This is an optimization exercise on Yosys and OpenROAD, whose aim is small area, not a production implementation.
Only simulation tests tie the RTL to the original design; equivalence was not proved.
Power figures rest on the tool's default switching activity, not on a simulated workload.

[config.mk]
export PLATFORM = sky130hd
export DESIGN_NAME = cpu
export DESIGN_NICKNAME = cpu
export VERILOG_FILES = /design/flow/design.v
export SDC_FILE = /design/flow/constraint.sdc
export NUM_CORES = 4
export LEC_CHECK = 0
export CAP_MARGIN = 20
export CORE_MARGIN = 2
export CORE_UTILIZATION = 40
export PLACE_DENSITY = 0.6
export SLEW_MARGIN = 20
[constraint.sdc]
create_clock -name core_clock -period 20.0 [get_ports {clk}]
set_input_delay 4.0000 -clock core_clock [delete_from_list [all_inputs] [get_ports {clk}]]
set_output_delay 4.0000 -clock core_clock [all_outputs]
set_load 0.01 [all_outputs]
[design.v]
module mux2x1 #(parameter WIDTH = 32) (
    input [WIDTH-1:0] in0, in1,
    input sel,
    output [WIDTH-1:0] out
);
    assign out = (sel == 1'b0) ? in0 : 
                (sel == 1'b1) ? in1:
                {WIDTH{1'b0}};
endmodule
module mux2x1_32 (
    input [31:0] in0, in1,
    input sel,
    output [31:0] out
);
    assign out = (sel == 1'b1) ? in1 : 
                (sel == 1'b0) ? in0 :
                32'b0;
endmodule
module mux3x1 #(parameter WIDTH = 32) (
    input [WIDTH-1:0] in0, in1, in2,
    input [1:0] sel,
    output [WIDTH-1:0] out
);
    assign out = (sel == 2'b00) ? in0 :
                 (sel == 2'b01) ? in1 :
                 (sel == 2'b10) ? in2 :
                 {WIDTH{1'b0}};
endmodule
module mux4x1 #(parameter WIDTH = 32) (
    input [WIDTH-1:0] in0, in1, in2, in3,
    input [1:0] sel,
    output [WIDTH-1:0] out
);
    assign out = (sel == 2'b00) ? in0 :
                 (sel == 2'b01) ? in1 :
                 (sel == 2'b10) ? in2 :
                 (sel == 2'b11) ? in3 :
                 {WIDTH{1'b0}};
endmodule
module mux6x1 #(parameter WIDTH = 32) (
    input [WIDTH-1:0] in0, in1, in2, in3, in4, in5,
    input [2:0] sel,
    output [WIDTH-1:0] out
);
    assign out = (sel == 3'b000) ? in0 :
                 (sel == 3'b001) ? in1 :
                 (sel == 3'b010) ? in2 :
                 (sel == 3'b011) ? in3 :
                 (sel == 3'b100) ? in4 :
                 (sel == 3'b101) ? in5 :
                 {WIDTH{1'b0}};
endmodule
module mux9x1 #(parameter WIDTH = 32) (
    input [WIDTH-1:0] in0, in1, in2, in3, in4, in5, in6, in7, in8,
    input [3:0] sel,
    output [WIDTH-1:0] out
);
    assign out = (sel == 4'b0000) ? in0 :
                 (sel == 4'b0001) ? in1 :
                 (sel == 4'b0010) ? in2 :
                 (sel == 4'b0011) ? in3 :
                 (sel == 4'b0100) ? in4 :
                 (sel == 4'b0101) ? in5 :
                 (sel == 4'b0110) ? in6 :
                 (sel == 4'b0111) ? in7 :
                 (sel == 4'b1000) ? in8  :
                 {WIDTH{1'b0}};
endmodule
module signExtend16x32 (
    input [15:0] in,
    output [31:0] out
);
    assign out = { {16{in[15]}}, in  } ;
endmodule
module Registrador (
    input             Clk,
    input             Reset,
    input             Load,
    input      [31:0] Entrada,
    output reg [31:0] Saida
);
always @(posedge Clk or posedge Reset) begin
    if (Reset)
        Saida <= 32'b0;
    else if (Load)
        Saida <= Entrada;
end
endmodule
module Instr_Reg (
    input             Clk,
    input             Reset,
    input             Load_ir,
    input      [31:0] Entrada,
    output reg [5:0]  Instr31_26,
    output reg [4:0]  Instr25_21,
    output reg [4:0]  Instr20_16,
    output reg [15:0] Instr15_0
);
always @(posedge Clk or posedge Reset) begin
    if (Reset) begin
        Instr31_26 <= 6'b0;
        Instr25_21 <= 5'b0;
        Instr20_16 <= 5'b0;
        Instr15_0  <= 16'b0;
    end else if (Load_ir) begin
        Instr31_26 <= Entrada[31:26];
        Instr25_21 <= Entrada[25:21];
        Instr20_16 <= Entrada[20:16];
        Instr15_0  <= Entrada[15:0];
    end
end
endmodule
module Banco_reg (
    input         Clk,
    input         Reset,
    input         RegWrite,
    input  [4:0]  ReadReg1,
    input  [4:0]  ReadReg2,
    input  [4:0]  WriteReg,
    input  [31:0] WriteData,
    output [31:0] ReadData1,
    output [31:0] ReadData2
);
reg [31:0] Cluster [0:31];
integer i;
assign ReadData1 = Cluster[ReadReg1];
assign ReadData2 = Cluster[ReadReg2];
always @(posedge Clk or posedge Reset) begin
    if (Reset) begin
        for (i = 0; i < 32; i = i + 1)
            Cluster[i] <= 32'b0;
    end else if (RegWrite) begin
        Cluster[WriteReg] <= WriteData;
    end
end
endmodule
module RegDesloc (
    input         Clk,
    input         Reset,
    input  [2:0]  Shift,
    input  [4:0]  N,
    input  [31:0] Entrada,
    output [31:0] Saida
);
reg [31:0] temp;
assign Saida = temp;
always @(posedge Clk or posedge Reset) begin
    if (Reset) begin
        temp <= 32'b0;
    end else begin
        case (Shift)
            3'b000: temp <= temp;
            3'b001: temp <= Entrada;
            3'b010: temp <= temp << N;
            3'b011: temp <= temp >> N;
            3'b100: temp <= $signed(temp) >>> N;
            3'b101: temp <= (temp >> N) | (temp << (6'd32 - {1'b0, N}));
            3'b110: temp <= (temp << N) | (temp >> (6'd32 - {1'b0, N}));
            default: temp <= temp;
        endcase
    end
end
endmodule
module Ula32 (
    input  [31:0] A,
    input  [31:0] B,
    input  [2:0]  Seletor,
    output [31:0] S,
    output        Overflow,
    output        Negativo,
    output        z,
    output        Igual,
    output        Maior,
    output        Menor
);
reg  [31:0] s_temp;
reg  [31:0] novo_B;
wire [31:0] soma_temp;
wire [31:0] carry_temp;
wire        igual_temp;
wire        overflow_temp;
always @(*) begin
    case (Seletor)
        3'b000: s_temp = A;
        3'b001: s_temp = soma_temp;
        3'b010: s_temp = soma_temp;
        3'b011: s_temp = A & B;
        3'b110: s_temp = A ^ B;
        3'b101: s_temp = ~A;
        3'b100: s_temp = soma_temp;
        default: s_temp = 32'b0;
    endcase
end
always @(*) begin
    case (Seletor)
        3'b001: novo_B = B;
        3'b100: novo_B = 32'd1;
        default: novo_B = ~B;
    endcase
end
assign S = s_temp;
assign Negativo = s_temp[31];
assign z = (s_temp == 32'b0);
assign soma_temp[0]  = A[0] ^ novo_B[0] ^ Seletor[1];
assign carry_temp[0] = (Seletor[1] & (A[0] | novo_B[0])) | (A[0] & novo_B[0]);
genvar g;
generate
    for (g = 1; g < 32; g = g + 1) begin : ripple
        assign soma_temp[g]  = A[g] ^ novo_B[g] ^ carry_temp[g-1];
        assign carry_temp[g] = (carry_temp[g-1] & (A[g] | novo_B[g])) | (A[g] & novo_B[g]);
    end
endgenerate
assign overflow_temp = carry_temp[31] ^ carry_temp[30];
assign Overflow = (Seletor == 3'b001 || Seletor == 3'b010 || Seletor == 3'b100) ? overflow_temp : 1'b0;
assign igual_temp = (soma_temp == 32'b0) ? ~overflow_temp : 1'b0;
assign Igual = igual_temp;
assign Maior = ((~soma_temp[31] & ~overflow_temp) | (overflow_temp & ~A[31])) & ~igual_temp;
assign Menor = (soma_temp[31] & ~overflow_temp) | (overflow_temp & A[31]);
endmodule
module multiplier (
    input clk,
    input reset,
    input start,
    input [31:0] a, b,
    output reg [31:0] hi, lo,
    output reg ready
);
reg [31:0] multiplicand, multiplier;
reg [63:0] product;
reg [5:0] count;  
reg active;
reg [63:0] product_step;
reg [95:0] shifted;
always @(*) begin
    case ({multiplier[1:0]})
        2'b01: product_step = product + {multiplicand, 32'b0};
        2'b10: product_step = product - {multiplicand, 32'b0};
        default: product_step = product;  
    endcase
    shifted = {product_step[63], product_step, multiplier} >>> 1;
end
always @(posedge clk) begin
    if (reset) begin
        multiplicand <= 32'b0;
        multiplier <= 32'b0;
        product <= 64'b0;
        count <= 6'b000000;
        active <= 1'b0;
        ready <= 1'b0;
        hi <= 32'b0;
        lo <= 32'b0;
    end else if (start && !active) begin
        multiplicand <= a;
        multiplier <= b;
        product <= 64'b0;
        count <= 6'b000000;
        active <= 1'b1;
        ready <= 1'b0;
    end else if (active) begin
        if (count < 32) begin
            {product, multiplier} <= shifted;
            count <= count + 1;
        end else begin
            active <= 1'b0;
            ready <= 1'b1;
            hi <= product[63:32];
            lo <= product[31:0];
        end
    end else begin
        ready <= 1'b0;
    end
end
endmodule
module divider (
    input clk,
    input reset,
    input start,
    input [31:0] a, b,
    output reg [31:0] hi, lo,
    output reg ready,
    output reg div_zero
);
reg [31:0] dividend, divisor;
reg [63:0] remainder;
reg [5:0] count;
reg active;
reg [63:0] rem_shift;
reg [31:0] rem_sub;
reg [63:0] rem_next;
always @(*) begin
    rem_shift = remainder << 1;
    rem_sub = rem_shift[63:32] - divisor;
    if (rem_sub[31])
        rem_next = {rem_sub + divisor, rem_shift[31:1], 1'b0};
    else
        rem_next = {rem_sub, rem_shift[31:1], 1'b1};
end
always @(posedge clk) begin
    if (reset) begin
        dividend <= 32'b0;
        divisor <= 32'b0;
        remainder <= 64'b0;
        count <= 6'b000000;
        active <= 1'b0;
        ready <= 1'b0;
        div_zero <= 1'b0;
        hi <= 32'b0;
        lo <= 32'b0;
    end else if (start && !active) begin
        if (b == 0) begin
            div_zero <= 1'b1;
            ready <= 1'b1;
            active <= 1'b0;
        end else begin
            dividend <= a;
            divisor <= b;
            remainder <= {32'b0, a};
            count <= 6'b000000;
            active <= 1'b1;
            ready <= 1'b0;
            div_zero <= 1'b0;
        end
    end else if (active) begin
        if (count < 32) begin
            remainder <= rem_next;
            count <= count + 1;
        end else begin
            active <= 1'b0;
            ready <= 1'b1;
            lo <= remainder[31:0];  
            hi <= remainder[63:32];  
        end
    end else begin
        ready <= 1'b0;
        div_zero <= 1'b0;
    end
end
endmodule
module controlUnit (
    input wire clk, reset,
    input wire O,  
    input wire OpCode404_flag,  
    input wire div_zero,  
    input wire [5:0] OpCode, Funct,
    input wire zero, neg, lt, gt, et,  
    input wire mult_ready, div_ready,  
    output reg[2:0] IorD,
    output reg mem_wr,
    output reg[1:0] cause_control,
    output reg ir_wr,
    output reg reg_wr,
    output reg wr_A,
    output reg wr_B,
    output reg[2:0] mem_reg,
    output reg[1:0] reg_dst,
    output reg[1:0] Alu_Src_A,
    output reg[2:0] Alu_Src_B,
    output reg[2:0] Alu_Op,
    output reg PCWriteCond,
    output reg Alu_out_wr,
    output reg[2:0] PC_Source,
    output reg PC_wr,
    output reg EPC_wr,
    output reg [1:0] load_control,
    output reg [1:0] store_control,
    output reg mult_start,
    output reg div_start,
    output reg Lo_wr,
    output reg hi_wr,
    output reg reset_out,
    output reg [2:0] shift_control,
    output reg [3:0] DataSrc,
    output reg RegRs,
    output reg [3:0] mem_wr_byte_enable
);
parameter reset_start = 6'b000000;
parameter fetch = 6'b000001;
parameter decode = 6'b000010;
parameter op404_state = 6'b000011;
parameter overflow_state = 6'b000100;
parameter zero_div_state = 6'b000101;
parameter exception_fetch = 6'b111111;  
parameter R_EXEC_state = 6'b000110;
parameter R_WB_state = 6'b000111;
parameter JR_state = 6'b001000;
parameter MULT_START_state = 6'b001001;
parameter MULT_WAIT_state = 6'b001010;
parameter DIV_START_state = 6'b001011;
parameter DIV_WAIT_state = 6'b001100;
parameter MFHI_state = 6'b001101;
parameter MFLO_state = 6'b001110;
parameter SLL_SRA_EXEC_state = 6'b001111;
parameter I_EXEC_state = 6'b010000;
parameter I_WB_state = 6'b010001;
parameter BEQ_BNE_state = 6'b010010;
parameter LW_SW_ADDR_state = 6'b010011;
parameter LW_MEM_state = 6'b010100;
parameter LW_WB_state = 6'b010101;
parameter SW_MEM_state = 6'b010110;
parameter LUI_WB_state = 6'b100000;
parameter J_state = 6'b010111;
parameter JAL_state = 6'b011000;
parameter PUSH_ADDR_state = 6'b011001;
parameter PUSH_MEM_state = 6'b011010;
parameter PUSH_SP_state = 6'b011011;
parameter POP_ADDR_state = 6'b011100;
parameter POP_MEM_state = 6'b011101;
parameter POP_WB_state = 6'b011110;
parameter POP_SP_state = 6'b011111;
parameter R_TYPE = 6'b000000;
parameter LW_OP = 6'b100011;
parameter LB_OP = 6'b100000;
parameter SW_OP = 6'b101011;
parameter SB_OP = 6'b101000;
parameter ADDI_OP = 6'b001000;
parameter BEQ_OP = 6'b000100;
parameter BNE_OP = 6'b000101;
parameter J_OP = 6'b000010;
parameter JAL_OP = 6'b000011;
parameter LUI_OP = 6'b001111;
parameter ADD_F = 6'b100000;
parameter SUB_F = 6'b100010;
parameter AND_F = 6'b100100;
parameter SLT_F = 6'b101010;
parameter MULT_F = 6'b011000;
parameter DIV_F = 6'b011010;
parameter MFHI_F = 6'b010000;
parameter MFLO_F = 6'b010010;
parameter JR_F = 6'b001000;
parameter SLL_F = 6'b000000;
parameter SRA_F = 6'b000011;
parameter PUSH_F = 6'b000101;
parameter POP_F = 6'b000110;
reg [5:0] state;
always @(posedge clk or posedge reset) begin
    if (reset) begin
        state <= reset_start;
    end else begin
        case (state)
            reset_start: state <= fetch;
            fetch: state <= decode;
            decode: begin
                if (OpCode404_flag) begin
                    state <= op404_state;
                end else begin
                    case (OpCode)
                        R_TYPE: begin
                            case (Funct)
                                ADD_F, SUB_F, AND_F: state <= R_EXEC_state;
                                SLT_F: state <= R_EXEC_state;
                                MULT_F: state <= MULT_START_state;
                                DIV_F: state <= DIV_START_state;
                                MFHI_F: state <= MFHI_state;
                                MFLO_F: state <= MFLO_state;
                                JR_F: state <= JR_state;
                                SLL_F, SRA_F: state <= SLL_SRA_EXEC_state;
                                PUSH_F: state <= PUSH_ADDR_state;
                                POP_F: state <= POP_ADDR_state;
                                default: state <= op404_state;
                            endcase
                        end
                        LW_OP, LB_OP: state <= LW_SW_ADDR_state;
                        SW_OP, SB_OP: state <= LW_SW_ADDR_state;
                        ADDI_OP: state <= I_EXEC_state;
                        BEQ_OP, BNE_OP: state <= BEQ_BNE_state;
                        J_OP: state <= J_state;
                        JAL_OP: state <= JAL_state;
                        LUI_OP: state <= LUI_WB_state;
                        default: state <= op404_state;
                    endcase
                end
            end
            R_EXEC_state: begin
                if (O && (Funct == ADD_F || Funct == SUB_F)) state <= overflow_state;
                else state <= R_WB_state;
            end
            R_WB_state: state <= fetch;
            SLL_SRA_EXEC_state: state <= R_WB_state;
            JR_state: state <= fetch;
            MULT_START_state: state <= MULT_WAIT_state;
            MULT_WAIT_state: begin
                if (mult_ready) state <= fetch;
                else state <= MULT_WAIT_state;
            end
            DIV_START_state: begin
                if (div_zero) state <= zero_div_state;
                else state <= DIV_WAIT_state;
            end
            DIV_WAIT_state: begin
                if (div_ready) state <= fetch;
                else state <= DIV_WAIT_state;
            end
            MFHI_state: state <= R_WB_state;
            MFLO_state: state <= R_WB_state;
            I_EXEC_state: begin
                if (O && OpCode == ADDI_OP) state <= overflow_state;
                else state <= I_WB_state;
            end
            I_WB_state: state <= fetch;
            BEQ_BNE_state: state <= fetch;
            LW_SW_ADDR_state: begin
                if (OpCode == LW_OP || OpCode == LB_OP) state <= LW_MEM_state;
                else state <= SW_MEM_state;
            end
            LW_MEM_state: state <= LW_WB_state;
            LW_WB_state: state <= fetch;
            SW_MEM_state: state <= fetch;
            LUI_WB_state: state <= fetch;
            J_state: state <= fetch;
            JAL_state: state <= fetch;
            PUSH_ADDR_state: state <= PUSH_MEM_state;
            PUSH_MEM_state: state <= PUSH_SP_state;
            PUSH_SP_state: state <= fetch;
            POP_ADDR_state: state <= POP_MEM_state;
            POP_MEM_state: state <= POP_WB_state;
            POP_WB_state: state <= POP_SP_state;
            POP_SP_state: state <= fetch;
op404_state: state <= exception_fetch;  
	        overflow_state: state <= exception_fetch;  
	        zero_div_state: state <= exception_fetch;  
	        exception_fetch: state <= fetch;
            default: state <= fetch;
        endcase
    end
end
always @(*) begin
    IorD = 3'b000; mem_wr = 1'b0; cause_control = 2'b00; ir_wr = 1'b0;
    reg_wr = 1'b0; wr_A = 1'b0; wr_B = 1'b0; mem_reg = 3'b000;
    reg_dst = 2'b00; Alu_Src_A = 2'b00; Alu_Src_B = 3'b000; Alu_Op = 3'b000;
    PCWriteCond = 1'b0; Alu_out_wr = 1'b0; PC_Source = 3'b000; PC_wr = 1'b0;
    EPC_wr = 1'b0; load_control = 2'b00; store_control = 2'b00; mult_start = 1'b0;
    div_start = 1'b0; Lo_wr = 1'b0; hi_wr = 1'b0;
    reset_out = 1'b0; shift_control = 3'b000; DataSrc = 4'b0000; RegRs = 1'b0; mem_wr_byte_enable = 4'b0000;
    case (state)
reset_start: begin
	            reset_out = 1'b1; 
	            PC_wr = 1'b0;
	            ir_wr = 1'b0;
	            reg_wr = 1'b1;       
	            reg_dst = 2'b10;     
	            DataSrc = 4'b1000;   
	            wr_A = 1'b0;
	            wr_B = 1'b0;
	            Alu_out_wr = 1'b0;
	            EPC_wr = 1'b0;
	            mem_wr = 1'b0;
	            hi_wr = 1'b0;
	            Lo_wr = 1'b0;
	        end
        fetch: begin
            Alu_Src_A = 2'b00;  
            Alu_Src_B = 3'b001;  
            Alu_Op = 3'b001;  
            Alu_out_wr = 1'b1;
            IorD = 3'b000;  
            ir_wr = 1'b1;
            PC_Source = 3'b000;  
            PC_wr = 1'b1;  
        end
        decode: begin
            wr_A = 1'b1;
            wr_B = 1'b1;
            Alu_Src_A = 2'b00;  
            Alu_Src_B = 3'b011;  
            Alu_Op = 3'b001;  
Alu_out_wr = 1'b1;
        end
        R_EXEC_state: begin
            Alu_Src_A = 2'b01;  
            Alu_Src_B = 3'b000;  
            case (Funct)
                ADD_F: Alu_Op = 3'b001;  
                SUB_F: Alu_Op = 3'b010;  
                AND_F: Alu_Op = 3'b011;  
                SLT_F: Alu_Op = 3'b010;  
            endcase
            Alu_out_wr = 1'b1;
        end
        R_WB_state: begin
            if (Funct == SLT_F) DataSrc = 4'b0111;
            else DataSrc = 4'b0000;
            reg_dst = 2'b01; 
            reg_wr = 1'b1;
        end
        SLL_SRA_EXEC_state: begin
            case (Funct)
                SLL_F: shift_control = 3'b001;  
                SRA_F: shift_control = 3'b010;  
            endcase
            DataSrc = 4'b0101;  
            reg_dst = 2'b01;  
            reg_wr = 1'b1;
        end
        JR_state: begin
            PC_Source = 3'b010;  
            PC_wr = 1'b1;
        end
        MULT_START_state: begin
            mult_start = 1'b1;
        end
        MULT_WAIT_state: begin
            if (mult_ready) begin
                Lo_wr = 1'b1;
                hi_wr = 1'b1;
            end
        end
        DIV_START_state: begin
            div_start = 1'b1;
        end
        DIV_WAIT_state: begin
            if (div_ready) begin
                Lo_wr = 1'b1;
                hi_wr = 1'b1;
            end
        end
        MFHI_state: begin
            DataSrc = 4'b0010;  
            reg_dst = 2'b01;  
            reg_wr = 1'b1;
        end
        MFLO_state: begin
            DataSrc = 4'b0011;  
            reg_dst = 2'b01;  
            reg_wr = 1'b1;
        end
        I_EXEC_state: begin
            Alu_Src_A = 2'b01;  
            Alu_Src_B = 3'b010;  
            case (OpCode)
                ADDI_OP: Alu_Op = 3'b001;  
            endcase
            Alu_out_wr = 1'b1;
        end
        I_WB_state: begin
            DataSrc = 4'b0000;  
            reg_dst = 2'b00;  
            reg_wr = 1'b1;
        end
        BEQ_BNE_state: begin
            Alu_Src_A = 2'b01;  
            Alu_Src_B = 3'b000;  
            Alu_Op = 3'b010;  
            Alu_out_wr = 1'b1;
            PCWriteCond = 1'b1;  
            PC_Source = 3'b001;  
            if (OpCode == BEQ_OP) begin
                if (zero) PC_wr = 1'b1;
            end else begin
                if (!zero) PC_wr = 1'b1;
            end
        end
        LW_SW_ADDR_state: begin
            Alu_Src_A = 2'b01;  
            Alu_Src_B = 3'b010;  
            Alu_Op = 3'b001;  
            Alu_out_wr = 1'b1;
        end
        LW_MEM_state: begin
            IorD = 3'b001;  
            mem_wr = 1'b0;  
            if (OpCode == LW_OP) load_control = 2'b10;  
            else load_control = 2'b01;  
        end
        LW_WB_state: begin
            DataSrc = 4'b0001;  
            reg_dst = 2'b00;  
            reg_wr = 1'b1;
        end
        SW_MEM_state: begin
            IorD = 3'b001;  
            mem_wr = 1'b1;  
            mem_wr_byte_enable = 4'b1111;  
            if (OpCode == SW_OP) store_control = 2'b10;  
            else store_control = 2'b01;  
        end
        J_state: begin
            PC_Source = 3'b001;  
            PC_wr = 1'b1;
        end
        JAL_state: begin
            DataSrc = 4'b0100;  
            reg_dst = 2'b11;  
            reg_wr = 1'b1;
            PC_Source = 3'b001;  
            PC_wr = 1'b1;
        end
        LUI_WB_state: begin 
            DataSrc = 4'b0110; 
            reg_dst = 2'b00; 
            reg_wr = 1'b1; 
        end
        PUSH_ADDR_state: begin
            Alu_Src_A = 2'b01;  
            Alu_Src_B = 3'b001;  
            Alu_Op = 3'b010;  
            Alu_out_wr = 1'b1;
            RegRs = 1'b1;  
        end
        PUSH_MEM_state: begin
            IorD = 3'b001;  
            mem_wr = 1'b1;  
            mem_wr_byte_enable = 4'b1111;  
            store_control = 2'b10;  
            RegRs = 1'b0;  
        end
        PUSH_SP_state: begin
            DataSrc = 4'b0000;  
            reg_dst = 2'b10;  
            reg_wr = 1'b1;
            RegRs = 1'b1;  
        end
        POP_ADDR_state: begin
            Alu_Src_A = 2'b01;  
            Alu_Src_B = 3'b001;  
            Alu_Op = 3'b001;  
            Alu_out_wr = 1'b1;
            RegRs = 1'b1;  
        end
        POP_MEM_state: begin
            IorD = 3'b001;  
            mem_wr = 1'b0;  
            load_control = 2'b10;  
            RegRs = 1'b1;  
        end
        POP_WB_state: begin
            DataSrc = 4'b0001;  
            reg_dst = 2'b01;  
            reg_wr = 1'b1;
            RegRs = 1'b1;  
        end
        POP_SP_state: begin
            DataSrc = 4'b0000;  
            reg_dst = 2'b10;  
            reg_wr = 1'b1;
            RegRs = 1'b1;  
        end
        op404_state: begin
            EPC_wr = 1'b1;
            cause_control = 2'b10;  
            PC_Source = 3'b011;  
            PC_wr = 1'b1;
        end
        overflow_state: begin
            EPC_wr = 1'b1;
            cause_control = 2'b00;  
            PC_Source = 3'b011;  
            PC_wr = 1'b1;
        end
zero_div_state: begin
	            EPC_wr = 1'b1;
	            cause_control = 2'b01;  
	            PC_Source = 3'b011;  
	            PC_wr = 1'b1;
	        end
	        exception_fetch: begin
	        end
	    endcase
end
endmodule
module cpu (
    input         clk,
    input         reset,       
    input  [31:0] mem_rdata,   
    output [31:0] mem_addr,    
    output [31:0] mem_wdata,   
    output        mem_wr       
);
wire internal_reset = reset;
wire PC_wr, PCWriteCond, ir_wr, reg_wr, wr_A, wr_B;
wire Alu_out_wr, EPC_wr, mult_start, div_start, hi_wr, lo_wr, RegRs;
wire [2:0] IorD, PC_Source, mem_reg, Alu_Op, shift_control;
wire [1:0] reg_dst, Alu_Src_A, load_control, store_control, cause_control;
wire [2:0] Alu_Src_B;
wire [3:0] DataSrc, mem_wr_byte_enable;
wire reset_out;
wire [31:0] PC_out, PC_in, IR_full, MDR_out, A_out, B_out, ALUOut_out;
wire [31:0] HI_out, LO_out, EPC_out, ALU_result, Memory_read_data;
wire [31:0] Regs_read_data1, Regs_read_data2, Write_data_to_regs;
wire [31:0] SignExt_out, ALUSrcA_mux_out, ALUSrcB_mux_out;
wire [31:0] Memory_address; 
wire [31:0] store_data_to_mem;
wire [31:0] loaded_data_final = 32'b0;
wire [31:0] Shift_out, HI_in, LO_in;
wire [27:0] Shift26_out;
wire [4:0] WriteReg_mux_out, ReadReg1_final;
wire mult_ready, div_ready;
wire [5:0] OpCode = IR_full[31:26];
wire [4:0] rs = IR_full[25:21];
wire [4:0] rt = IR_full[20:16];
wire [4:0] rd = IR_full[15:11];
wire [5:0] Funct = IR_full[5:0];
wire [4:0] shamt = IR_full[10:6];
wire zero_flag, overflow_flag, neg_flag, et_flag, gt_flag, lt_flag;
wire div_zero_flag, OpCode404_flag; 
wire [5:0] ir_31_26; wire [4:0] ir_25_21, ir_20_16; wire [15:0] ir_15_0;
reg slt_reg;
always @(posedge clk) begin
    if (internal_reset) begin
        slt_reg <= 1'b0;
    end else if (Alu_out_wr) begin 
        slt_reg <= lt_flag; 
    end
end
controlUnit u_control (
    .clk(clk), .reset(internal_reset),
    .O(overflow_flag), .OpCode404_flag(OpCode404_flag), .div_zero(div_zero_flag),
    .OpCode(OpCode), .Funct(Funct),
    .zero(zero_flag), .neg(neg_flag), .lt(lt_flag), .gt(gt_flag), .et(et_flag),
    .mult_ready(mult_ready), .div_ready(div_ready),
    .reset_out(reset_out),
    .PCWriteCond(PCWriteCond), .IorD(IorD), .mem_wr(mem_wr), .ir_wr(ir_wr),
    .reg_wr(reg_wr), .wr_A(wr_A), .wr_B(wr_B), .reg_dst(reg_dst),
    .Alu_Src_A(Alu_Src_A), .Alu_Src_B(Alu_Src_B), .Alu_Op(Alu_Op),
    .Alu_out_wr(Alu_out_wr), .PC_Source(PC_Source), .PC_wr(PC_wr),
    .EPC_wr(EPC_wr), .cause_control(cause_control), .mem_reg(mem_reg),
    .load_control(load_control), .store_control(store_control),
    .mult_start(mult_start), .div_start(div_start), .hi_wr(hi_wr),
    .Lo_wr(lo_wr), .shift_control(shift_control),
    .DataSrc(DataSrc), .RegRs(RegRs), .mem_wr_byte_enable(mem_wr_byte_enable)
);
    wire PC_enable = PC_wr | (PCWriteCond & zero_flag);
    mux6x1 #(.WIDTH(32)) mux_pc_source ( .sel(PC_Source), .in0(ALUOut_out), .in1({PC_out[31:28], Shift26_out}), .in2(EPC_out), .in3(32'h000000FC), .in4(A_out), .in5(32'b0), .out(PC_in) );
    Registrador PC_reg (.Clk(clk), .Reset(internal_reset), .Load(PC_enable), .Entrada(PC_in), .Saida(PC_out));
    mux2x1_32 mux_mem_addr (.sel(IorD[0]), .in0(PC_out), .in1(ALUOut_out), .out(Memory_address));
    wire [31:0] protected_mem_addr;
    assign protected_mem_addr = internal_reset ? 32'b0 : Memory_address;
    assign mem_addr = protected_mem_addr;
    assign mem_wdata = store_data_to_mem;
    assign Memory_read_data = mem_rdata;
    Instr_Reg ir_reg (.Clk(clk), .Reset(internal_reset), .Load_ir(ir_wr), .Entrada(Memory_read_data), 
                      .Instr31_26(ir_31_26), .Instr25_21(ir_25_21), .Instr20_16(ir_20_16), .Instr15_0(ir_15_0));
    assign IR_full = {ir_31_26, ir_25_21, ir_20_16, ir_15_0};
    mux2x1 #(.WIDTH(5)) mux_read_reg1 (.sel(RegRs), .in0(rs), .in1(5'd29), .out(ReadReg1_final));
    Banco_reg reg_file (.Clk(clk), .Reset(internal_reset), .RegWrite(reg_wr), .ReadReg1(ReadReg1_final), .ReadReg2(rt), .WriteReg(WriteReg_mux_out), .WriteData(Write_data_to_regs), .ReadData1(Regs_read_data1), .ReadData2(Regs_read_data2));
    Registrador A_reg (.Clk(clk), .Reset(internal_reset), .Load(wr_A), .Entrada(Regs_read_data1), .Saida(A_out));
    Registrador B_reg (.Clk(clk), .Reset(internal_reset), .Load(wr_B), .Entrada(Regs_read_data2), .Saida(B_out));
    mux4x1 #(.WIDTH(5)) mux_write_reg (.sel(reg_dst), .in0(rt), .in1(rd), .in2(5'd29), .in3(5'd31), .out(WriteReg_mux_out));
    signExtend16x32 sign_ext (.in(IR_full[15:0]), .out(SignExt_out));
    wire [25:0] shift_in = IR_full[25:0];
    assign Shift26_out = {shift_in, 2'b00};
    mux3x1 #(.WIDTH(32)) mux_alu_src_a (.sel(Alu_Src_A), .in0(PC_out), .in1(A_out), .in2(Regs_read_data1), .out(ALUSrcA_mux_out));
    mux4x1 #(.WIDTH(32)) mux_alu_src_b (.sel(Alu_Src_B[1:0]), .in0(B_out), .in1(32'd4), .in2(SignExt_out), .in3({SignExt_out[29:0], 2'b00}), .out(ALUSrcB_mux_out));
    Ula32 alu (.A(ALUSrcA_mux_out), .B(ALUSrcB_mux_out), .Seletor(Alu_Op), .S(ALU_result), .Overflow(overflow_flag), .Negativo(neg_flag), .z(et_flag), .Igual(zero_flag), .Maior(gt_flag), .Menor(lt_flag));
    Registrador ALUOut_reg (.Clk(clk), .Reset(internal_reset), .Load(Alu_out_wr), .Entrada(ALU_result), .Saida(ALUOut_out));
    mux2x1_32 mux_loaded_data (.sel(load_control[0]), .in0(Memory_read_data), .in1(loaded_data_final), .out(MDR_out)); 
    mux9x1 #(.WIDTH(32)) mux_write_data (.sel(DataSrc), 
        .in0(ALUOut_out), 
        .in1(MDR_out), 
        .in2(HI_out), 
        .in3(LO_out), 
        .in4(PC_out + 32'd4), 
        .in5(Shift_out), 
        .in6({IR_full[15:0],16'b0}), 
        .in7({31'b0, slt_reg}),
        .in8(32'd227),  
        .out(Write_data_to_regs));
    mux2x1_32 mux_store_data (.sel(store_control[0]), .in0(B_out), .in1(Regs_read_data1), .out(store_data_to_mem)); 
    Registrador HI_reg (.Clk(clk), .Reset(internal_reset), .Load(hi_wr), .Entrada(HI_in), .Saida(HI_out));
    Registrador LO_reg (.Clk(clk), .Reset(internal_reset), .Load(lo_wr), .Entrada(LO_in), .Saida(LO_out));
    wire [31:0] mult_hi, mult_lo, div_hi, div_lo;
    multiplier mult (.clk(clk), .reset(internal_reset), .start(mult_start), .a(A_out), .b(B_out), .hi(mult_hi), .lo(mult_lo), .ready(mult_ready));
    divider div (.clk(clk), .reset(internal_reset), .start(div_start), .a(A_out), .b(B_out), .hi(div_hi), .lo(div_lo), .ready(div_ready), .div_zero(div_zero_flag));
    assign HI_in = div_ready ? div_hi : mult_hi;
    assign LO_in = div_ready ? div_lo : mult_lo;
    RegDesloc shifter (.Clk(clk), .Reset(internal_reset), .Entrada(B_out), .N(shamt), .Shift(shift_control), .Saida(Shift_out));
    Registrador EPC_reg (.Clk(clk), .Reset(internal_reset), .Load(EPC_wr), .Entrada(PC_out), .Saida(EPC_out));
    wire ir_has_x = 1'b0;
    wire valid_I_or_J = (OpCode == 6'b100011) || (OpCode == 6'b100000) || (OpCode == 6'b101011) || 
                        (OpCode == 6'b101000) || (OpCode == 6'b001000) || (OpCode == 6'b001100) || 
                        (OpCode == 6'b001101) || (OpCode == 6'b001010) || (OpCode == 6'b000100) || 
                        (OpCode == 6'b000101) || (OpCode == 6'b000010) || (OpCode == 6'b000011) || 
                        (OpCode == 6'b001111);
    wire valid_R = (OpCode == 6'b000000) &&
                   ((Funct == 6'b100000) || (Funct == 6'b100010) || (Funct == 6'b100100) || 
                    (Funct == 6'b100101) || (Funct == 6'b101010) || (Funct == 6'b011000) || 
                    (Funct == 6'b011010) || (Funct == 6'b010000) || (Funct == 6'b010010) || 
                    (Funct == 6'b001000) || (Funct == 6'b000000) || (Funct == 6'b000011) || 
                    (Funct == 6'b000101) || (Funct == 6'b000110));
    assign OpCode404_flag = (ir_has_x) ? 1'b0 : ~(valid_R || valid_I_or_J);
endmodule
[run.sh]
#!/bin/bash
# synth_recipe.tcl (not shown) runs the flow's synth.tcl, then flattens the netlist and writes it again
# the make line also repeats each setting of config.mk as NAME=value (left out here)
make -C /OpenROAD-flow-scripts/flow DESIGN_CONFIG=/design/flow/config.mk WORK_HOME=/design/flow/orfs CLKGATE_MAP_FILE= SYNTH_SCRIPT=/design/flow/synth_recipe.tcl finish
==> results.yml, run 1 <==
clock_network:
  cts_max_level: 4
  cts.sinks: 1686
  cts_buffers: 182
  post_cts_resized: 0
  hold_buffers: 0
  cts_setup_buffers: 0
  clock_path_buffers: 3
  root_buffer: "clkbuf_16"
  clkTransAtPathRegs_ns: 0.07
  insertion_delay_ns: 0.88
  cts_tree: "yes"
yosys:
  synthMuxAreaShare: 0.0407
  seq_area_frac_synth: 0.462
  synthXorXnorAreaFrac: 0.0173
  syn_area_sq_um: 87400
  synth_top_family_by_area: "compound AO/OA/AOI/OAI gates"
  yosys-top-cells-area: "dfrtp_1 (38%), dfxtp_1 (8.4%), nand2_1 (8.1%), o21ai_0 (8.0%), a22oi_1 (4.5%)"
  synthSimpleGateAreaFrac: 0.154
  yosys_warnings: 10
  synth-compound-area-share: 0.260
  ys_ff_latch: 1686
  syn-num-nets: 10300
  yosys.area.top_type: "dfrtp_1"
  post_synth.cell_area_avg_sq_um: 8.65
  yosys_most_used_dff: "dfrtp_1"
  netlist_instances: 10100
  yosys.cell_types.count: 90
  synth_edf_count: 0
  synth_top_area_share: 0.377
  async_flop_share: 0.782
  synth_fa_ha_area_frac: 0.0231
layout:
  nFillCells: 20900
  fin_nets: 9920
  final_util: 0.451
  final_common_cell: "nand2_1"
  finish.instance_area_sq_um: 98000
  stdcell_count: 12800
  largest_register: "reg_file.Cluster"
  drive_above_1_share: 0.0854
  layout_common_cells: "nand2_1 (1870), o21ai_0 (1377), dfrtp_1 (1315), a21oi_1 (573), nor2_1 (558)"
  top_regs: "reg_file.Cluster x1024, div.remainder x64, mult.product x63"
  area_delta_synth_final_pct: 12.1
  largest_reg_flops: 1024
sta:
  fin_ws_ns: 1.77
  setup_viol: 0
  final_min_period_over_clock_period: 0.911
  hold_ws_ns: 0.452
  grt_setup_unrepaired: "false"
  fin_worst_skew_ns: 0.0546
  max_slew_margin: 0.0443
  fin_setup_tns_ns: 0
  post-route-min-period_ns: 18.23
  timing.fmax_mhz: 54.9
  slew_violations: 0
  tightestPinTransition_ns: 1.42
  hold_viol: 0
placement:
  dp.cells: 12400
  place_area_sq_um: 91600
  portBuffers: 98
  gp_congestion: 0.997
  hpwl_microns: 268000
  place_ws_ns: 2.04
global_route:
  antenna_found_initial: 24
  grt_max_degree: 177
  grt_usage: 0.384
  overflow: 0
  grt_pass1_wl_microns: 616000
  grt_pass1_vias: 81000
critical_path:
  r2r_start: "u_control.state[4]"
  path_common_cell: "fa_1"
  cp-startpoint: "u_control.state[4]"
  cp_max_fo: 31
  slowest_delay_ns: 0.89
  critPathBufInv: 3
  cp_data_arrival_time_ns: 19.00
  slowest_stage: "o32ai_4"
  cp-start-kind: "flop"
  path_delay_family: "adder cells"
  end_kind: "flop"
  path_class: "flop to flop"
  crit_required_ns: 20.77
pwr:
  power.share.clock: 0.173
  switching_power_mw: 10.4
  power_frac_seq: 0.291
  leakage_nw: 40.4
  ir_drop_uv: 182
  switching_share: 0.505
  p_per_area_nw_per_um2: 211
  p_total_mw: 20.7
  combPwrFrac: 0.536
  p_int_mw: 10.2
floorplan:
  ioPinCount: 99
  initial_core_util: 0.402
  die_area_sq_um: 222000
  die_width_microns: 471
  die_y_microns: 471
  core_area_sq_um: 217000
  placementRows: 171
run_status:
  status: "timing/DRC/antenna clean"
detailed_routing:
  wire_per_inst_microns: 34.4
  num_vias: 86700
  finalWirelength_microns: 439000
  first_iter_violations: 15500
  ant_nets: 0
  vias_per_cell: 6.79
  drc: 0
  first_pass_iters: 11
worst_hold_path:
  min-delay-path-class: "flop to flop"
  hp-start: "div.lo[17]"
job:
  drv_cap: 0
final cells by class:
type	count	area [sq um]	share of cell area
Inverter	104	394	0.00402
Antenna cell	18	45.0	0.000460
Clock inverter	78	947	0.00967
Timing Repair Buffer	348	2940	0.0300
Clock buffer	252	5280	0.0538
Sequential cell	1686	40400	0.412
Tap cell	2854	3570	0.0364
Multi-Input combinational cell	7424	44500	0.454
synth_stat cells (101+ instances only):
cell type / count
a22o_1: 200
dfxtp_1: 368
a21oi_1: 581
nand3_1: 158
dfrtp_1: 1318
a221oi_1: 214
xnor2_1: 120
clkbuf_1: 804
nor2_1: 627
inv_1: 101
nand4_1: 180
mux2i_1: 257
a22oi_1: 524
o21ai_0: 1405
ha_1: 104
nand2_1: 1879
cell families after synthesis:
logic type	Yosys count
adder cells (fa/ha/maj)	140
AND/OR/NAND/NOR	3189
multiplexers	343
XOR/XNOR	173
flip-flops	1686
buffers and inverters	988
AO/OA/AOI/OAI	3579
power groups by stage:
stage	Combinational, mW	Clock [mW]	Sequential [mW]
global route	11.7	3.72	6.10
CTS	10.5	3.58	5.92
global placement	10.4	0	5.94
finish	11.1	3.58	6.02
detailed placement	10.5	0	5.97
floorplan	6.75	0	5.41
tightest hold or removal path, cell delays in order (launching register included):
cell	delay [ns]
dfxtp_1	0.31
nand2_1	0.05
a21oi_1	0.05
layer usage:
layer | global-route usage | routed length [microns] | vias up
met2 | 0.540 | 177000 | 6883
met1 | 0.476 | 160000 | 41900
li1 | - | - | 35900
met5 | 0.00173 | 357 | -
met4 | 0.272 | 39700 | 14
met3 | 0.155 | 62400 | 2044
path summary, 6_finish.rpt:
check                                                 to  slack [ns]  depth (start not counted)
worst max register to register          PC_reg.Saida[28]        1.77                         50
min in group asynchronous                HI_reg.Saida[7]        3.52                          2
worst min register to register                div.lo[17]        0.45                          2
max in group asynchronous       reg_file.Cluster[14][27]       11.85                          7
worst min-delay path                          div.lo[17]        0.45                          2
worst max-delay path                    PC_reg.Saida[28]        1.77                         50
==> run 2, diff against run 1 <==
--- a/design.v
+++ b/design.v
@@ -767,114 +767,205 @@
 );
-wire internal_reset = reset;
-wire PC_wr, PCWriteCond, ir_wr, reg_wr, wr_A, wr_B;
-wire Alu_out_wr, EPC_wr, mult_start, div_start, hi_wr, lo_wr, RegRs;
-wire [2:0] IorD, PC_Source, mem_reg, Alu_Op, shift_control;
-wire [1:0] reg_dst, Alu_Src_A, load_control, store_control, cause_control;
-wire [2:0] Alu_Src_B;
-wire [3:0] DataSrc, mem_wr_byte_enable;
-wire reset_out;
-wire [31:0] PC_out, PC_in, IR_full, MDR_out, A_out, B_out, ALUOut_out;
-wire [31:0] HI_out, LO_out, EPC_out, ALU_result, Memory_read_data;
-wire [31:0] Regs_read_data1, Regs_read_data2, Write_data_to_regs;
-wire [31:0] SignExt_out, ALUSrcA_mux_out, ALUSrcB_mux_out;
-wire [31:0] Memory_address; 
-wire [31:0] store_data_to_mem;
-wire [31:0] loaded_data_final = 32'b0;
-wire [31:0] Shift_out, HI_in, LO_in;
-wire [27:0] Shift26_out;
-wire [4:0] WriteReg_mux_out, ReadReg1_final;
-wire mult_ready, div_ready;
-wire [5:0] OpCode = IR_full[31:26];
-wire [4:0] rs = IR_full[25:21];
-wire [4:0] rt = IR_full[20:16];
-wire [4:0] rd = IR_full[15:11];
-wire [5:0] Funct = IR_full[5:0];
-wire [4:0] shamt = IR_full[10:6];
-wire zero_flag, overflow_flag, neg_flag, et_flag, gt_flag, lt_flag;
-wire div_zero_flag, OpCode404_flag; 
-wire [5:0] ir_31_26; wire [4:0] ir_25_21, ir_20_16; wire [15:0] ir_15_0;
-reg slt_reg;
+localparam [4:0]
+    S_RST   = 5'd0,
+    S_FETCH = 5'd1,
+    S_DEC   = 5'd2,
+    S_REXEC = 5'd3,
+    S_RWB   = 5'd4,    
+    S_NOP2  = 5'd5,    
+    S_JR    = 5'd6,
+    S_MDST  = 5'd7,
+    S_WAIT  = 5'd8,
+    S_IEXEC = 5'd9,
+    S_BR    = 5'd10,
+    S_LSADR = 5'd11,
+    S_LWMEM = 5'd12,
+    S_LDWB  = 5'd13,   
+    S_SWMEM = 5'd14,
+    S_LUI   = 5'd15,
+    S_J     = 5'd16,
+    S_JAL   = 5'd17,
+    S_PUSHA = 5'd18,
+    S_PUSHM = 5'd19,
+    S_SPWB  = 5'd20,   
+    S_POPA  = 5'd21,
+    S_POPM  = 5'd22,
+    S_EXC   = 5'd23,
+    S_EXCF  = 5'd24;
+reg  [4:0]  state;
+reg  [31:0] PC, AO, IR, EPC;
+reg         slt_q;
+reg  [5:0]  cnt;
+wire [5:0] op = IR[31:26];
+wire [5:0] fn = IR[5:0];
+wire [4:0] rs = IR[25:21];
+wire [4:0] rt = IR[20:16];
+wire [4:0] rd = IR[15:11];
+wire [15:0] imm = IR[15:0];
+wire [31:0] sext = {{16{imm[15]}}, imm};
+wire st_fetch = state == S_FETCH;
+wire st_dec   = state == S_DEC;
+wire st_rexec = state == S_REXEC;
+wire st_rwb   = state == S_RWB;
+wire st_jr    = state == S_JR;
+wire st_mdst  = state == S_MDST;
+wire st_wait  = state == S_WAIT;
+wire st_iexec = state == S_IEXEC;
+wire st_br    = state == S_BR;
+wire st_lsadr = state == S_LSADR;
+wire st_lwmem = state == S_LWMEM;
+wire st_ldwb  = state == S_LDWB;
+wire st_swmem = state == S_SWMEM;
+wire st_lui   = state == S_LUI;
+wire st_j     = state == S_J;
+wire st_jal   = state == S_JAL;
+wire st_pusha = state == S_PUSHA;
+wire st_pushm = state == S_PUSHM;
+wire st_spwb  = state == S_SPWB;
+wire st_popa  = state == S_POPA;
+wire st_popm  = state == S_POPM;
+wire st_exc   = state == S_EXC;
+wire st_rst   = state == S_RST;
+wire is_r    = op == 6'b000000;
+wire f_add   = fn == 6'b100000;
+wire f_sub   = fn == 6'b100010;
+wire f_and   = fn == 6'b100100;
+wire f_slt   = fn == 6'b101010;
+wire f_mult  = fn == 6'b011000;
+wire f_div   = fn == 6'b011010;
+wire f_mfhi  = fn == 6'b010000;
+wire f_mflo  = fn == 6'b010010;
+wire f_jr    = fn == 6'b001000;
+wire f_sll   = fn == 6'b000000;
+wire f_sra   = fn == 6'b000011;
+wire f_push  = fn == 6'b000101;
+wire f_pop   = fn == 6'b000110;
+wire o_ls    = op == 6'b100011 || op == 6'b100000 || op == 6'b101011 || op == 6'b101000;
+wire o_addi  = op == 6'b001000;
+wire o_br    = op == 6'b000100 || op == 6'b000101;
+wire o_j     = op == 6'b000010;
+wire o_jal   = op == 6'b000011;
+wire o_lui   = op == 6'b001111;
+reg [4:0] dec_next;
+always @(*) begin
+    dec_next = S_EXC;
+    if (is_r) begin
+        if (f_add | f_sub | f_and | f_slt)        dec_next = S_REXEC;
+        else if (f_mult | f_div)                  dec_next = S_MDST;
+        else if (f_mfhi | f_mflo | f_sll | f_sra) dec_next = S_NOP2;
+        else if (f_jr)                            dec_next = S_JR;
+        else if (f_push)                          dec_next = S_PUSHA;
+        else if (f_pop)                           dec_next = S_POPA;
+    end
+    else if (o_ls)   dec_next = S_LSADR;
+    else if (o_addi) dec_next = S_IEXEC;
+    else if (o_br)   dec_next = S_BR;
+    else if (o_j)    dec_next = S_J;
+    else if (o_jal)  dec_next = S_JAL;
+    else if (o_lui)  dec_next = S_LUI;
+end
+wire uses_a = dec_next == S_REXEC || dec_next == S_PUSHA || dec_next == S_POPA ||
+              dec_next == S_LSADR || dec_next == S_IEXEC || dec_next == S_BR;
+reg  [31:0] rf [0:31];
+reg  [31:0] valid;
+wire [4:0]  ra = (st_dec | (st_swmem & ~op[0])) ? rs : rt;
+wire [31:0] rdata = valid[ra] ? rf[ra] : 32'b0;
+reg        we;
+reg [4:0]  wa;
+reg [31:0] wd;
+wire        x_pc = st_fetch | st_dec | st_jal;
+wire [31:0] X = (st_dec & uses_a) ? 32'b0 : (x_pc ? PC : AO);
+reg  [31:0] Y;
+always @(*) begin
+    if (st_fetch | st_jal | st_pusha | st_popa) Y = 32'd4;
+    else if (st_dec)                            Y = uses_a ? rdata : {sext[29:0], 2'b00};
+    else if (st_iexec | st_lsadr)               Y = sext;
+    else                                        Y = rdata;
+end
+wire        sub  = (st_rexec & fn[1]) | st_br | st_pusha;
+wire [31:0] Yx   = sub ? ~Y : Y;
+wire [31:0] sum  = X + Yx + {31'b0, sub};
+wire        ovf  = (X[31] == Yx[31]) & (sum[31] != X[31]);
+wire        lt   = sum[31] ^ ovf;
+wire        zero = sum == 32'b0;
+wire        do_and = st_rexec & f_and;
+wire [31:0] alu  = do_and ? (AO & rdata) : sum;
+wire        ao_wr = st_fetch | st_dec | st_rexec | st_iexec | st_br | st_lsadr | st_pusha | st_popa;
+always @(*) begin
+    we = 1'b0; wa = rt; wd = AO;
+    case (state)
+        S_RST:  begin we = 1'b1; wa = 5'd29; wd = 32'd227; end
+        S_RWB:  begin we = 1'b1; wa = is_r ? rd : rt; wd = (is_r & f_slt) ? {31'b0, slt_q} : AO; end
+        S_LDWB: begin we = 1'b1; wa = is_r ? rd : rt; wd = mem_rdata; end
+        S_LUI:  begin we = 1'b1; wa = rt; wd = {imm, 16'b0}; end
+        S_JAL:  begin we = 1'b1; wa = 5'd31; wd = sum; end
+        S_SPWB: begin we = 1'b1; wa = 5'd29; wd = AO; end
+        default: ;
+    endcase
+end
+integer k;
+always @(posedge clk) begin
+    for (k = 0; k < 32; k = k + 1)
+        if (we && wa == k) rf[k] <= wd;
+end
+always @(posedge clk or posedge reset) begin
+    if (reset) valid <= 32'b0;
+    else if (we) valid[wa] <= 1'b1;
+end
+always @(posedge clk or posedge reset) begin
+    if (reset) begin
+        state <= S_RST;
+    end else begin
+        case (state)
+            S_RST:   state <= S_FETCH;
+            S_FETCH: state <= S_DEC;
+            S_DEC:   state <= dec_next;
+            S_REXEC: state <= (ovf & (f_add | f_sub)) ? S_EXC : S_RWB;
+            S_IEXEC: state <= ovf ? S_EXC : S_RWB;
+            S_NOP2:  state <= S_RWB;
+            S_MDST:  state <= S_WAIT;
+            S_WAIT:  state <= (cnt == 6'd0) ? S_FETCH : S_WAIT;
+            S_LSADR: state <= op[3] ? S_SWMEM : S_LWMEM;
+            S_LWMEM: state <= S_LDWB;
+            S_LDWB:  state <= is_r ? S_SPWB : S_FETCH;
+            S_PUSHA: state <= S_PUSHM;
+            S_PUSHM: state <= S_SPWB;
+            S_POPA:  state <= S_POPM;
+            S_POPM:  state <= S_LDWB;
+            S_EXC:   state <= S_EXCF;
+            default: state <= S_FETCH;
+        endcase
+    end
+end
 always @(posedge clk) begin
-    if (internal_reset) begin
-        slt_reg <= 1'b0;
-    end else if (Alu_out_wr) begin 
-        slt_reg <= lt_flag; 
+    if (st_mdst)
+        cnt <= (fn[1] && rdata == 32'b0) ? 6'd0 : 6'd33;
+    else if (st_wait)
+        cnt <= cnt - 6'd1;
+    if (st_rexec)
+        slt_q <= lt;
+    if (st_fetch)
+        IR <= mem_rdata;
+end
+wire        pc_wr = st_fetch | st_j | st_jal | st_jr | st_exc | (st_br & (op[0] | zero));
+reg  [31:0] pc_in;
+always @(*) begin
+    if (st_fetch)    pc_in = AO;
+    else if (st_jr)  pc_in = EPC;
+    else if (st_exc) pc_in = 32'h000000FC;
+    else             pc_in = {PC[31:28], IR[25:0], 2'b00};
+end
+always @(posedge clk or posedge reset) begin
+    if (reset) begin
+        PC  <= 32'b0;
+        AO  <= 32'b0;
+        EPC <= 32'b0;
+    end else begin
+        if (pc_wr)  PC  <= pc_in;
+        if (ao_wr)  AO  <= alu;
+        if (st_exc) EPC <= PC;
     end
 end
-controlUnit u_control (
-    .clk(clk), .reset(internal_reset),
-    .O(overflow_flag), .OpCode404_flag(OpCode404_flag), .div_zero(div_zero_flag),
-    .OpCode(OpCode), .Funct(Funct),
-    .zero(zero_flag), .neg(neg_flag), .lt(lt_flag), .gt(gt_flag), .et(et_flag),
-    .mult_ready(mult_ready), .div_ready(div_ready),
-    .reset_out(reset_out),
-    .PCWriteCond(PCWriteCond), .IorD(IorD), .mem_wr(mem_wr), .ir_wr(ir_wr),
-    .reg_wr(reg_wr), .wr_A(wr_A), .wr_B(wr_B), .reg_dst(reg_dst),
-    .Alu_Src_A(Alu_Src_A), .Alu_Src_B(Alu_Src_B), .Alu_Op(Alu_Op),
-    .Alu_out_wr(Alu_out_wr), .PC_Source(PC_Source), .PC_wr(PC_wr),
-    .EPC_wr(EPC_wr), .cause_control(cause_control), .mem_reg(mem_reg),
-    .load_control(load_control), .store_control(store_control),
-    .mult_start(mult_start), .div_start(div_start), .hi_wr(hi_wr),
-    .Lo_wr(lo_wr), .shift_control(shift_control),
-    .DataSrc(DataSrc), .RegRs(RegRs), .mem_wr_byte_enable(mem_wr_byte_enable)
-);
-    wire PC_enable = PC_wr | (PCWriteCond & zero_flag);
-    mux6x1 #(.WIDTH(32)) mux_pc_source ( .sel(PC_Source), .in0(ALUOut_out), .in1({PC_out[31:28], Shift26_out}), .in2(EPC_out), .in3(32'h000000FC), .in4(A_out), .in5(32'b0), .out(PC_in) );
-    Registrador PC_reg (.Clk(clk), .Reset(internal_reset), .Load(PC_enable), .Entrada(PC_in), .Saida(PC_out));
-    mux2x1_32 mux_mem_addr (.sel(IorD[0]), .in0(PC_out), .in1(ALUOut_out), .out(Memory_address));
-    wire [31:0] protected_mem_addr;
-    assign protected_mem_addr = internal_reset ? 32'b0 : Memory_address;
-    assign mem_addr = protected_mem_addr;
-    assign mem_wdata = store_data_to_mem;
-    assign Memory_read_data = mem_rdata;
-    Instr_Reg ir_reg (.Clk(clk), .Reset(internal_reset), .Load_ir(ir_wr), .Entrada(Memory_read_data), 
-                      .Instr31_26(ir_31_26), .Instr25_21(ir_25_21), .Instr20_16(ir_20_16), .Instr15_0(ir_15_0));
-    assign IR_full = {ir_31_26, ir_25_21, ir_20_16, ir_15_0};
-    mux2x1 #(.WIDTH(5)) mux_read_reg1 (.sel(RegRs), .in0(rs), .in1(5'd29), .out(ReadReg1_final));
-    Banco_reg reg_file (.Clk(clk), .Reset(internal_reset), .RegWrite(reg_wr), .ReadReg1(ReadReg1_final), .ReadReg2(rt), .WriteReg(WriteReg_mux_out), .WriteData(Write_data_to_regs), .ReadData1(Regs_read_data1), .ReadData2(Regs_read_data2));
-    Registrador A_reg (.Clk(clk), .Reset(internal_reset), .Load(wr_A), .Entrada(Regs_read_data1), .Saida(A_out));
-    Registrador B_reg (.Clk(clk), .Reset(internal_reset), .Load(wr_B), .Entrada(Regs_read_data2), .Saida(B_out));
-    mux4x1 #(.WIDTH(5)) mux_write_reg (.sel(reg_dst), .in0(rt), .in1(rd), .in2(5'd29), .in3(5'd31), .out(WriteReg_mux_out));
-    signExtend16x32 sign_ext (.in(IR_full[15:0]), .out(SignExt_out));
-    wire [25:0] shift_in = IR_full[25:0];
-    assign Shift26_out = {shift_in, 2'b00};
-    mux3x1 #(.WIDTH(32)) mux_alu_src_a (.sel(Alu_Src_A), .in0(PC_out), .in1(A_out), .in2(Regs_read_data1), .out(ALUSrcA_mux_out));
-    mux4x1 #(.WIDTH(32)) mux_alu_src_b (.sel(Alu_Src_B[1:0]), .in0(B_out), .in1(32'd4), .in2(SignExt_out), .in3({SignExt_out[29:0], 2'b00}), .out(ALUSrcB_mux_out));
-    Ula32 alu (.A(ALUSrcA_mux_out), .B(ALUSrcB_mux_out), .Seletor(Alu_Op), .S(ALU_result), .Overflow(overflow_flag), .Negativo(neg_flag), .z(et_flag), .Igual(zero_flag), .Maior(gt_flag), .Menor(lt_flag));
-    Registrador ALUOut_reg (.Clk(clk), .Reset(internal_reset), .Load(Alu_out_wr), .Entrada(ALU_result), .Saida(ALUOut_out));
-    mux2x1_32 mux_loaded_data (.sel(load_control[0]), .in0(Memory_read_data), .in1(loaded_data_final), .out(MDR_out)); 
-    mux9x1 #(.WIDTH(32)) mux_write_data (.sel(DataSrc), 
-        .in0(ALUOut_out), 
-        .in1(MDR_out), 
-        .in2(HI_out), 
-        .in3(LO_out), 
-        .in4(PC_out + 32'd4), 
-        .in5(Shift_out), 
-        .in6({IR_full[15:0],16'b0}), 
-        .in7({31'b0, slt_reg}),
-        .in8(32'd227),  
-        .out(Write_data_to_regs));
-    mux2x1_32 mux_store_data (.sel(store_control[0]), .in0(B_out), .in1(Regs_read_data1), .out(store_data_to_mem)); 
-    Registrador HI_reg (.Clk(clk), .Reset(internal_reset), .Load(hi_wr), .Entrada(HI_in), .Saida(HI_out));
-    Registrador LO_reg (.Clk(clk), .Reset(internal_reset), .Load(lo_wr), .Entrada(LO_in), .Saida(LO_out));
-    wire [31:0] mult_hi, mult_lo, div_hi, div_lo;
-    multiplier mult (.clk(clk), .reset(internal_reset), .start(mult_start), .a(A_out), .b(B_out), .hi(mult_hi), .lo(mult_lo), .ready(mult_ready));
-    divider div (.clk(clk), .reset(internal_reset), .start(div_start), .a(A_out), .b(B_out), .hi(div_hi), .lo(div_lo), .ready(div_ready), .div_zero(div_zero_flag));
-    assign HI_in = div_ready ? div_hi : mult_hi;
-    assign LO_in = div_ready ? div_lo : mult_lo;
-    RegDesloc shifter (.Clk(clk), .Reset(internal_reset), .Entrada(B_out), .N(shamt), .Shift(shift_control), .Saida(Shift_out));
-    Registrador EPC_reg (.Clk(clk), .Reset(internal_reset), .Load(EPC_wr), .Entrada(PC_out), .Saida(EPC_out));
-    wire ir_has_x = 1'b0;
-    wire valid_I_or_J = (OpCode == 6'b100011) || (OpCode == 6'b100000) || (OpCode == 6'b101011) || 
-                        (OpCode == 6'b101000) || (OpCode == 6'b001000) || (OpCode == 6'b001100) || 
-                        (OpCode == 6'b001101) || (OpCode == 6'b001010) || (OpCode == 6'b000100) || 
-                        (OpCode == 6'b000101) || (OpCode == 6'b000010) || (OpCode == 6'b000011) || 
-                        (OpCode == 6'b001111);
-    wire valid_R = (OpCode == 6'b000000) &&
-                   ((Funct == 6'b100000) || (Funct == 6'b100010) || (Funct == 6'b100100) || 
-                    (Funct == 6'b100101) || (Funct == 6'b101010) || (Funct == 6'b011000) || 
-                    (Funct == 6'b011010) || (Funct == 6'b010000) || (Funct == 6'b010010) || 
-                    (Funct == 6'b001000) || (Funct == 6'b000000) || (Funct == 6'b000011) || 
-                    (Funct == 6'b000101) || (Funct == 6'b000110));
-    assign OpCode404_flag = (ir_has_x) ? 1'b0 : ~(valid_R || valid_I_or_J);
+assign mem_addr  = (st_lwmem | st_swmem | st_pushm | st_popm) ? AO : PC;
+assign mem_wr    = st_swmem | st_pushm;
+assign mem_wdata = rdata;
 endmodule
--- a/config.mk
+++ b/config.mk
@@ -10,2 +10,3 @@
 export CORE_UTILIZATION = 40
+export CTS_BUF_LIST = sky130_fd_sc_hd__clkbuf_4
 export PLACE_DENSITY = 0.6
==> run 2 against run 1 <==
Worst hold slack improved by 0.0091 ns. Die area decreased by 41%. Clock power decreased by 44%. Synthesized area decreased by 42%. Fmax increased by 62%. Wire length decreased by 56%. Clock-buffer cell count increased by 183. Utilization increased by 0.98 points. Sequential power decreased by 37%. Clock skew increased by 0.088 ns.
==> results.yml, run 2 <==
pwr:
  switching_share: 0.454
  power_frac_seq: 0.327
  p_total_mw: 11.6
  leakage_nw: 19.8
  p_per_area_nw_per_um2: 198
  combPwrFrac: 0.501
  power.share.clock: 0.172
  switching_power_mw: 5.27
  ir_drop_uv: 130
  p_int_mw: 6.35
critical_path:
  end_kind: "output pin"
  r2r_slack_ns: 9.61
  cp_max_fo: 30
  timing.rr.end: "PC[20]"
  cp_data_arrival_time_ns: 7.27
  cp-start-kind: "flop"
  reg2reg_depth: 26
  r2r_start: "state[2]"
  path_class: "flop to output pin"
  crit_required_ns: 16.00
yosys:
  post_synth.cell_area_avg_sq_um: 14.3
  yosysMostFrequentCell: "edfxtp_1"
  syn_area_sq_um: 51000
  seq_area_frac_synth: 0.691
  synth_edf_count: 1063
  yosys.cell_types.count: 109
  yosys-top-cells-area: "edfxtp_1 (63%), dfrtp_1 (6.5%), a22oi_1 (3.6%), a221oi_1 (2.5%), mux2_2 (1.7%)"
  syn-num-nets: 3646
  yosys_most_used_dff: "edfxtp_1"
  yosys_warnings: 2
  synth_top_area_share: 0.625
  ys_ff_latch: 1196
  synth_common_cells: "edfxtp_1 (1063), a22oi_1 (242), nor2_1 (190)"
  netlist_instances: 3573
  async_flop_share: 0.111
  yosys.area.top_type: "edfxtp_1"
detailed_routing:
  first_iter_violations: 5353
  num_vias: 37500
  wl_met3_microns: 23600
  vias_per_cell: 6.52
  finalWirelength_microns: 195000
  wire_per_inst_microns: 33.9
  highest_layer: "met5"
  drc: 0
  ant_nets: 0
  first_pass_iters: 10
  met1_length_microns: 75200
  met2WireLength_microns: 86100
global_route:
  overflow: 0
  grt_usage: 0.293
  grt_max_degree: 70
  grt_pass1_wl_microns: 272000
  antenna_found_initial: 5
  grt_pass1_vias: 36400
layout:
  final_util: 0.461
  multi_input_area_sq_um: 15400
  register_area_sq_um: 35200
  nFillCells: 11300
  final_common_cell: "edfxtp_1"
  largest_register: "rf"
  largest_reg_flops: 1024
  area_delta_synth_final_pct: 14.7
  fin_nets: 3973
  drive_above_1_share: 0.203
  finish.instance_area_sq_um: 58600
  layout_common_cells: "edfxtp_1 (1063), clkbuf_4 (436), a22oi_1 (241), nand2_1 (185), a21oi_1 (147)"
sta:
  hold_ws_ns: 0.461
  post-route-min-period_ns: 11.27
  fin_setup_tns_ns: 0
  timing.fmax_mhz: 88.7
  final_min_period_over_clock_period: 0.564
  hold_viol: 0
  max_slew_margin: 0.169
  grt_setup_unrepaired: "false"
  setup_viol: 0
  fin_worst_skew_ns: 0.143
  tightestPinTransition_ns: 1.24
  slew_violations: 0
floorplan:
  die_width_microns: 361
  die_y_microns: 361
  placementRows: 131
  initial_core_util: 0.402
  core_area_sq_um: 127000
  ioPinCount: 99
  die_area_sq_um: 130000
clock_network:
  cts_tree: "yes"
  insertion_delay_ns: 1.28
  post_cts_resized: 0
  cts_setup_buffers: 0
  cts_max_level: 5
  cts_buffers: 319
  clock_path_buffers: 4
  clkTransAtPathRegs_ns: 0.06
  cts.sinks: 1196
  hold_buffers: 0
  root_buffer: "clkbuf_4"
run_status:
  status: "timing/DRC/antenna clean"
placement:
  gp_congestion: 1.01
  portBuffers: 98
  hpwl_microns: 115000
  place_area_sq_um: 54900
worst_hold_path:
  hp-start: "valid[24]"
  holdPathEnd: "valid[24]"
  min-delay-path-class: "flop to flop"
  holdPathStages: 1
job:
  drv_cap: 0
## run 2: changes by cell type in the layout (fill, tap and decap cells not counted), moves of 187 or more
cell / change
nand2_1: -1685
o21ai_0: -1299
dfrtp_1: -1182
edfxtp_1: +1063
clkbuf_4: +436
a21oi_1: -426
nor2_1: -415
dfxtp_1: -367
a22oi_1: -283
mux2i_1: -232
clkbuf_16: -187
## run 2: layout make-up
class / instances / share of cell area
Inverter: 64 / 0.00419
Antenna cell: 7 / 0.000299
Clock buffer: 435 / 0.0558
Timing Repair Buffer: 238 / 0.0350
Clock inverter: 64 / 0.00513
Sequential cell: 1196 / 0.602
Tap cell: 1662 / 0.0355
Multi-Input combinational cell: 2081 / 0.262
## run 2: layer usage
metal  global-route usage  up-vias
met5                    0        -
met4                0.140        6
met3               0.0775      554
met2                0.438     2644
met1                0.397    18900
li1                     -    15300
## run 2: kinds of logic (layout without fill, tap and decap cells)
kind of cell             count (synthesis)  in the layout  synth area share
multiplexers                           132            132            0.0292
adder cells (fa/ha/maj)                 39             39           0.00971
flip-flops                            1196           1196             0.691
other                                    0              7                 0
buffers and inverters                  296            801            0.0236
XOR/XNOR                                64             64            0.0113
AO/OA/AOI/OAI                         1094           1094             0.162
AND/OR/NAND/NOR                        752            752            0.0738
## run 2: critical path: stages, from the launching register on
cell and delay [ns]:
dfrtp_1 0.94, or3b_1 0.59, a22oi_1 0.82, o211ai_1 0.23, buf_4 0.27, nor2_4 0.50
buf_4 0.49, a221oi_1 0.15, nand4_1 0.18, o32ai_1 0.14, nor2_1 0.99, clkdlybuf4s50_1 0.72
## run 2: per-stage QoR
stage,setup WS [ns],instances
floorplan,12.34,3573
global placement,9.74,5239
detailed placement,9.98,5239
CTS,8.90,5738
global route,8.40,5746
finish,8.73,5747
## run 2: how the worst max path moves through the flow
stage | from | end | slack, ns | cells past startpoint
floorplan | state[0] | rf[0][25] | 12.34 | 24
global placement | state[1] | PC[19] | 9.74 | 25
detailed placement | state[2] | PC[19] | 9.98 | 27
CTS | state[2] | mem_wdata[13] | 8.90 | 10
global route | state[2] | mem_wdata[13] | 8.40 | 10
finish | state[1] | mem_wdata[20] | 8.73 | 11
## run 2: power groups by stage
stage	clock, mW	sequential [mW]	combinational [mW]
after floorplan	0	3.73	3.24
after global placement	0	3.83	5.62
after detailed placement	0	3.84	5.61
after CTS	2.02	3.79	5.64
after global routing	2.15	3.82	6.08
final	2.00	3.80	5.82

-- re-timing with driven ports --
The results above use ideal ports. As a check the final layouts listed here were re-extracted and re-timed, cells and wires unchanged. Step 1 sets driving cells, clkbuf_16 on the clock port and buf_2 on the other inputs (assumed; they add their load-dependent delay and slew). Step 2 also shifts input and output timing later by t, the mid clock arrival at the registers, as if the neighbouring blocks saw the same clock. a / b / c = ideal / step 1 / step 2; a / b = the first two.
| run | t, ns | setup slack, ns | worst setup path after step 2 | worst register clock-pin slew, ns | worst data-port slew with drivers (ns) |
|---|---|---|---|---|---|
| run 1 | 0.953 | 1.772 / 1.772 / 1.772 | register to register | 0.07 / 0.07 | 0.06 |
| run 2 | 1.271 | 8.725 / 8.661 / 9.610 | register to register | 0.08 / 0.08 | 0.04 |
After both steps every run listed still meets setup and hold.
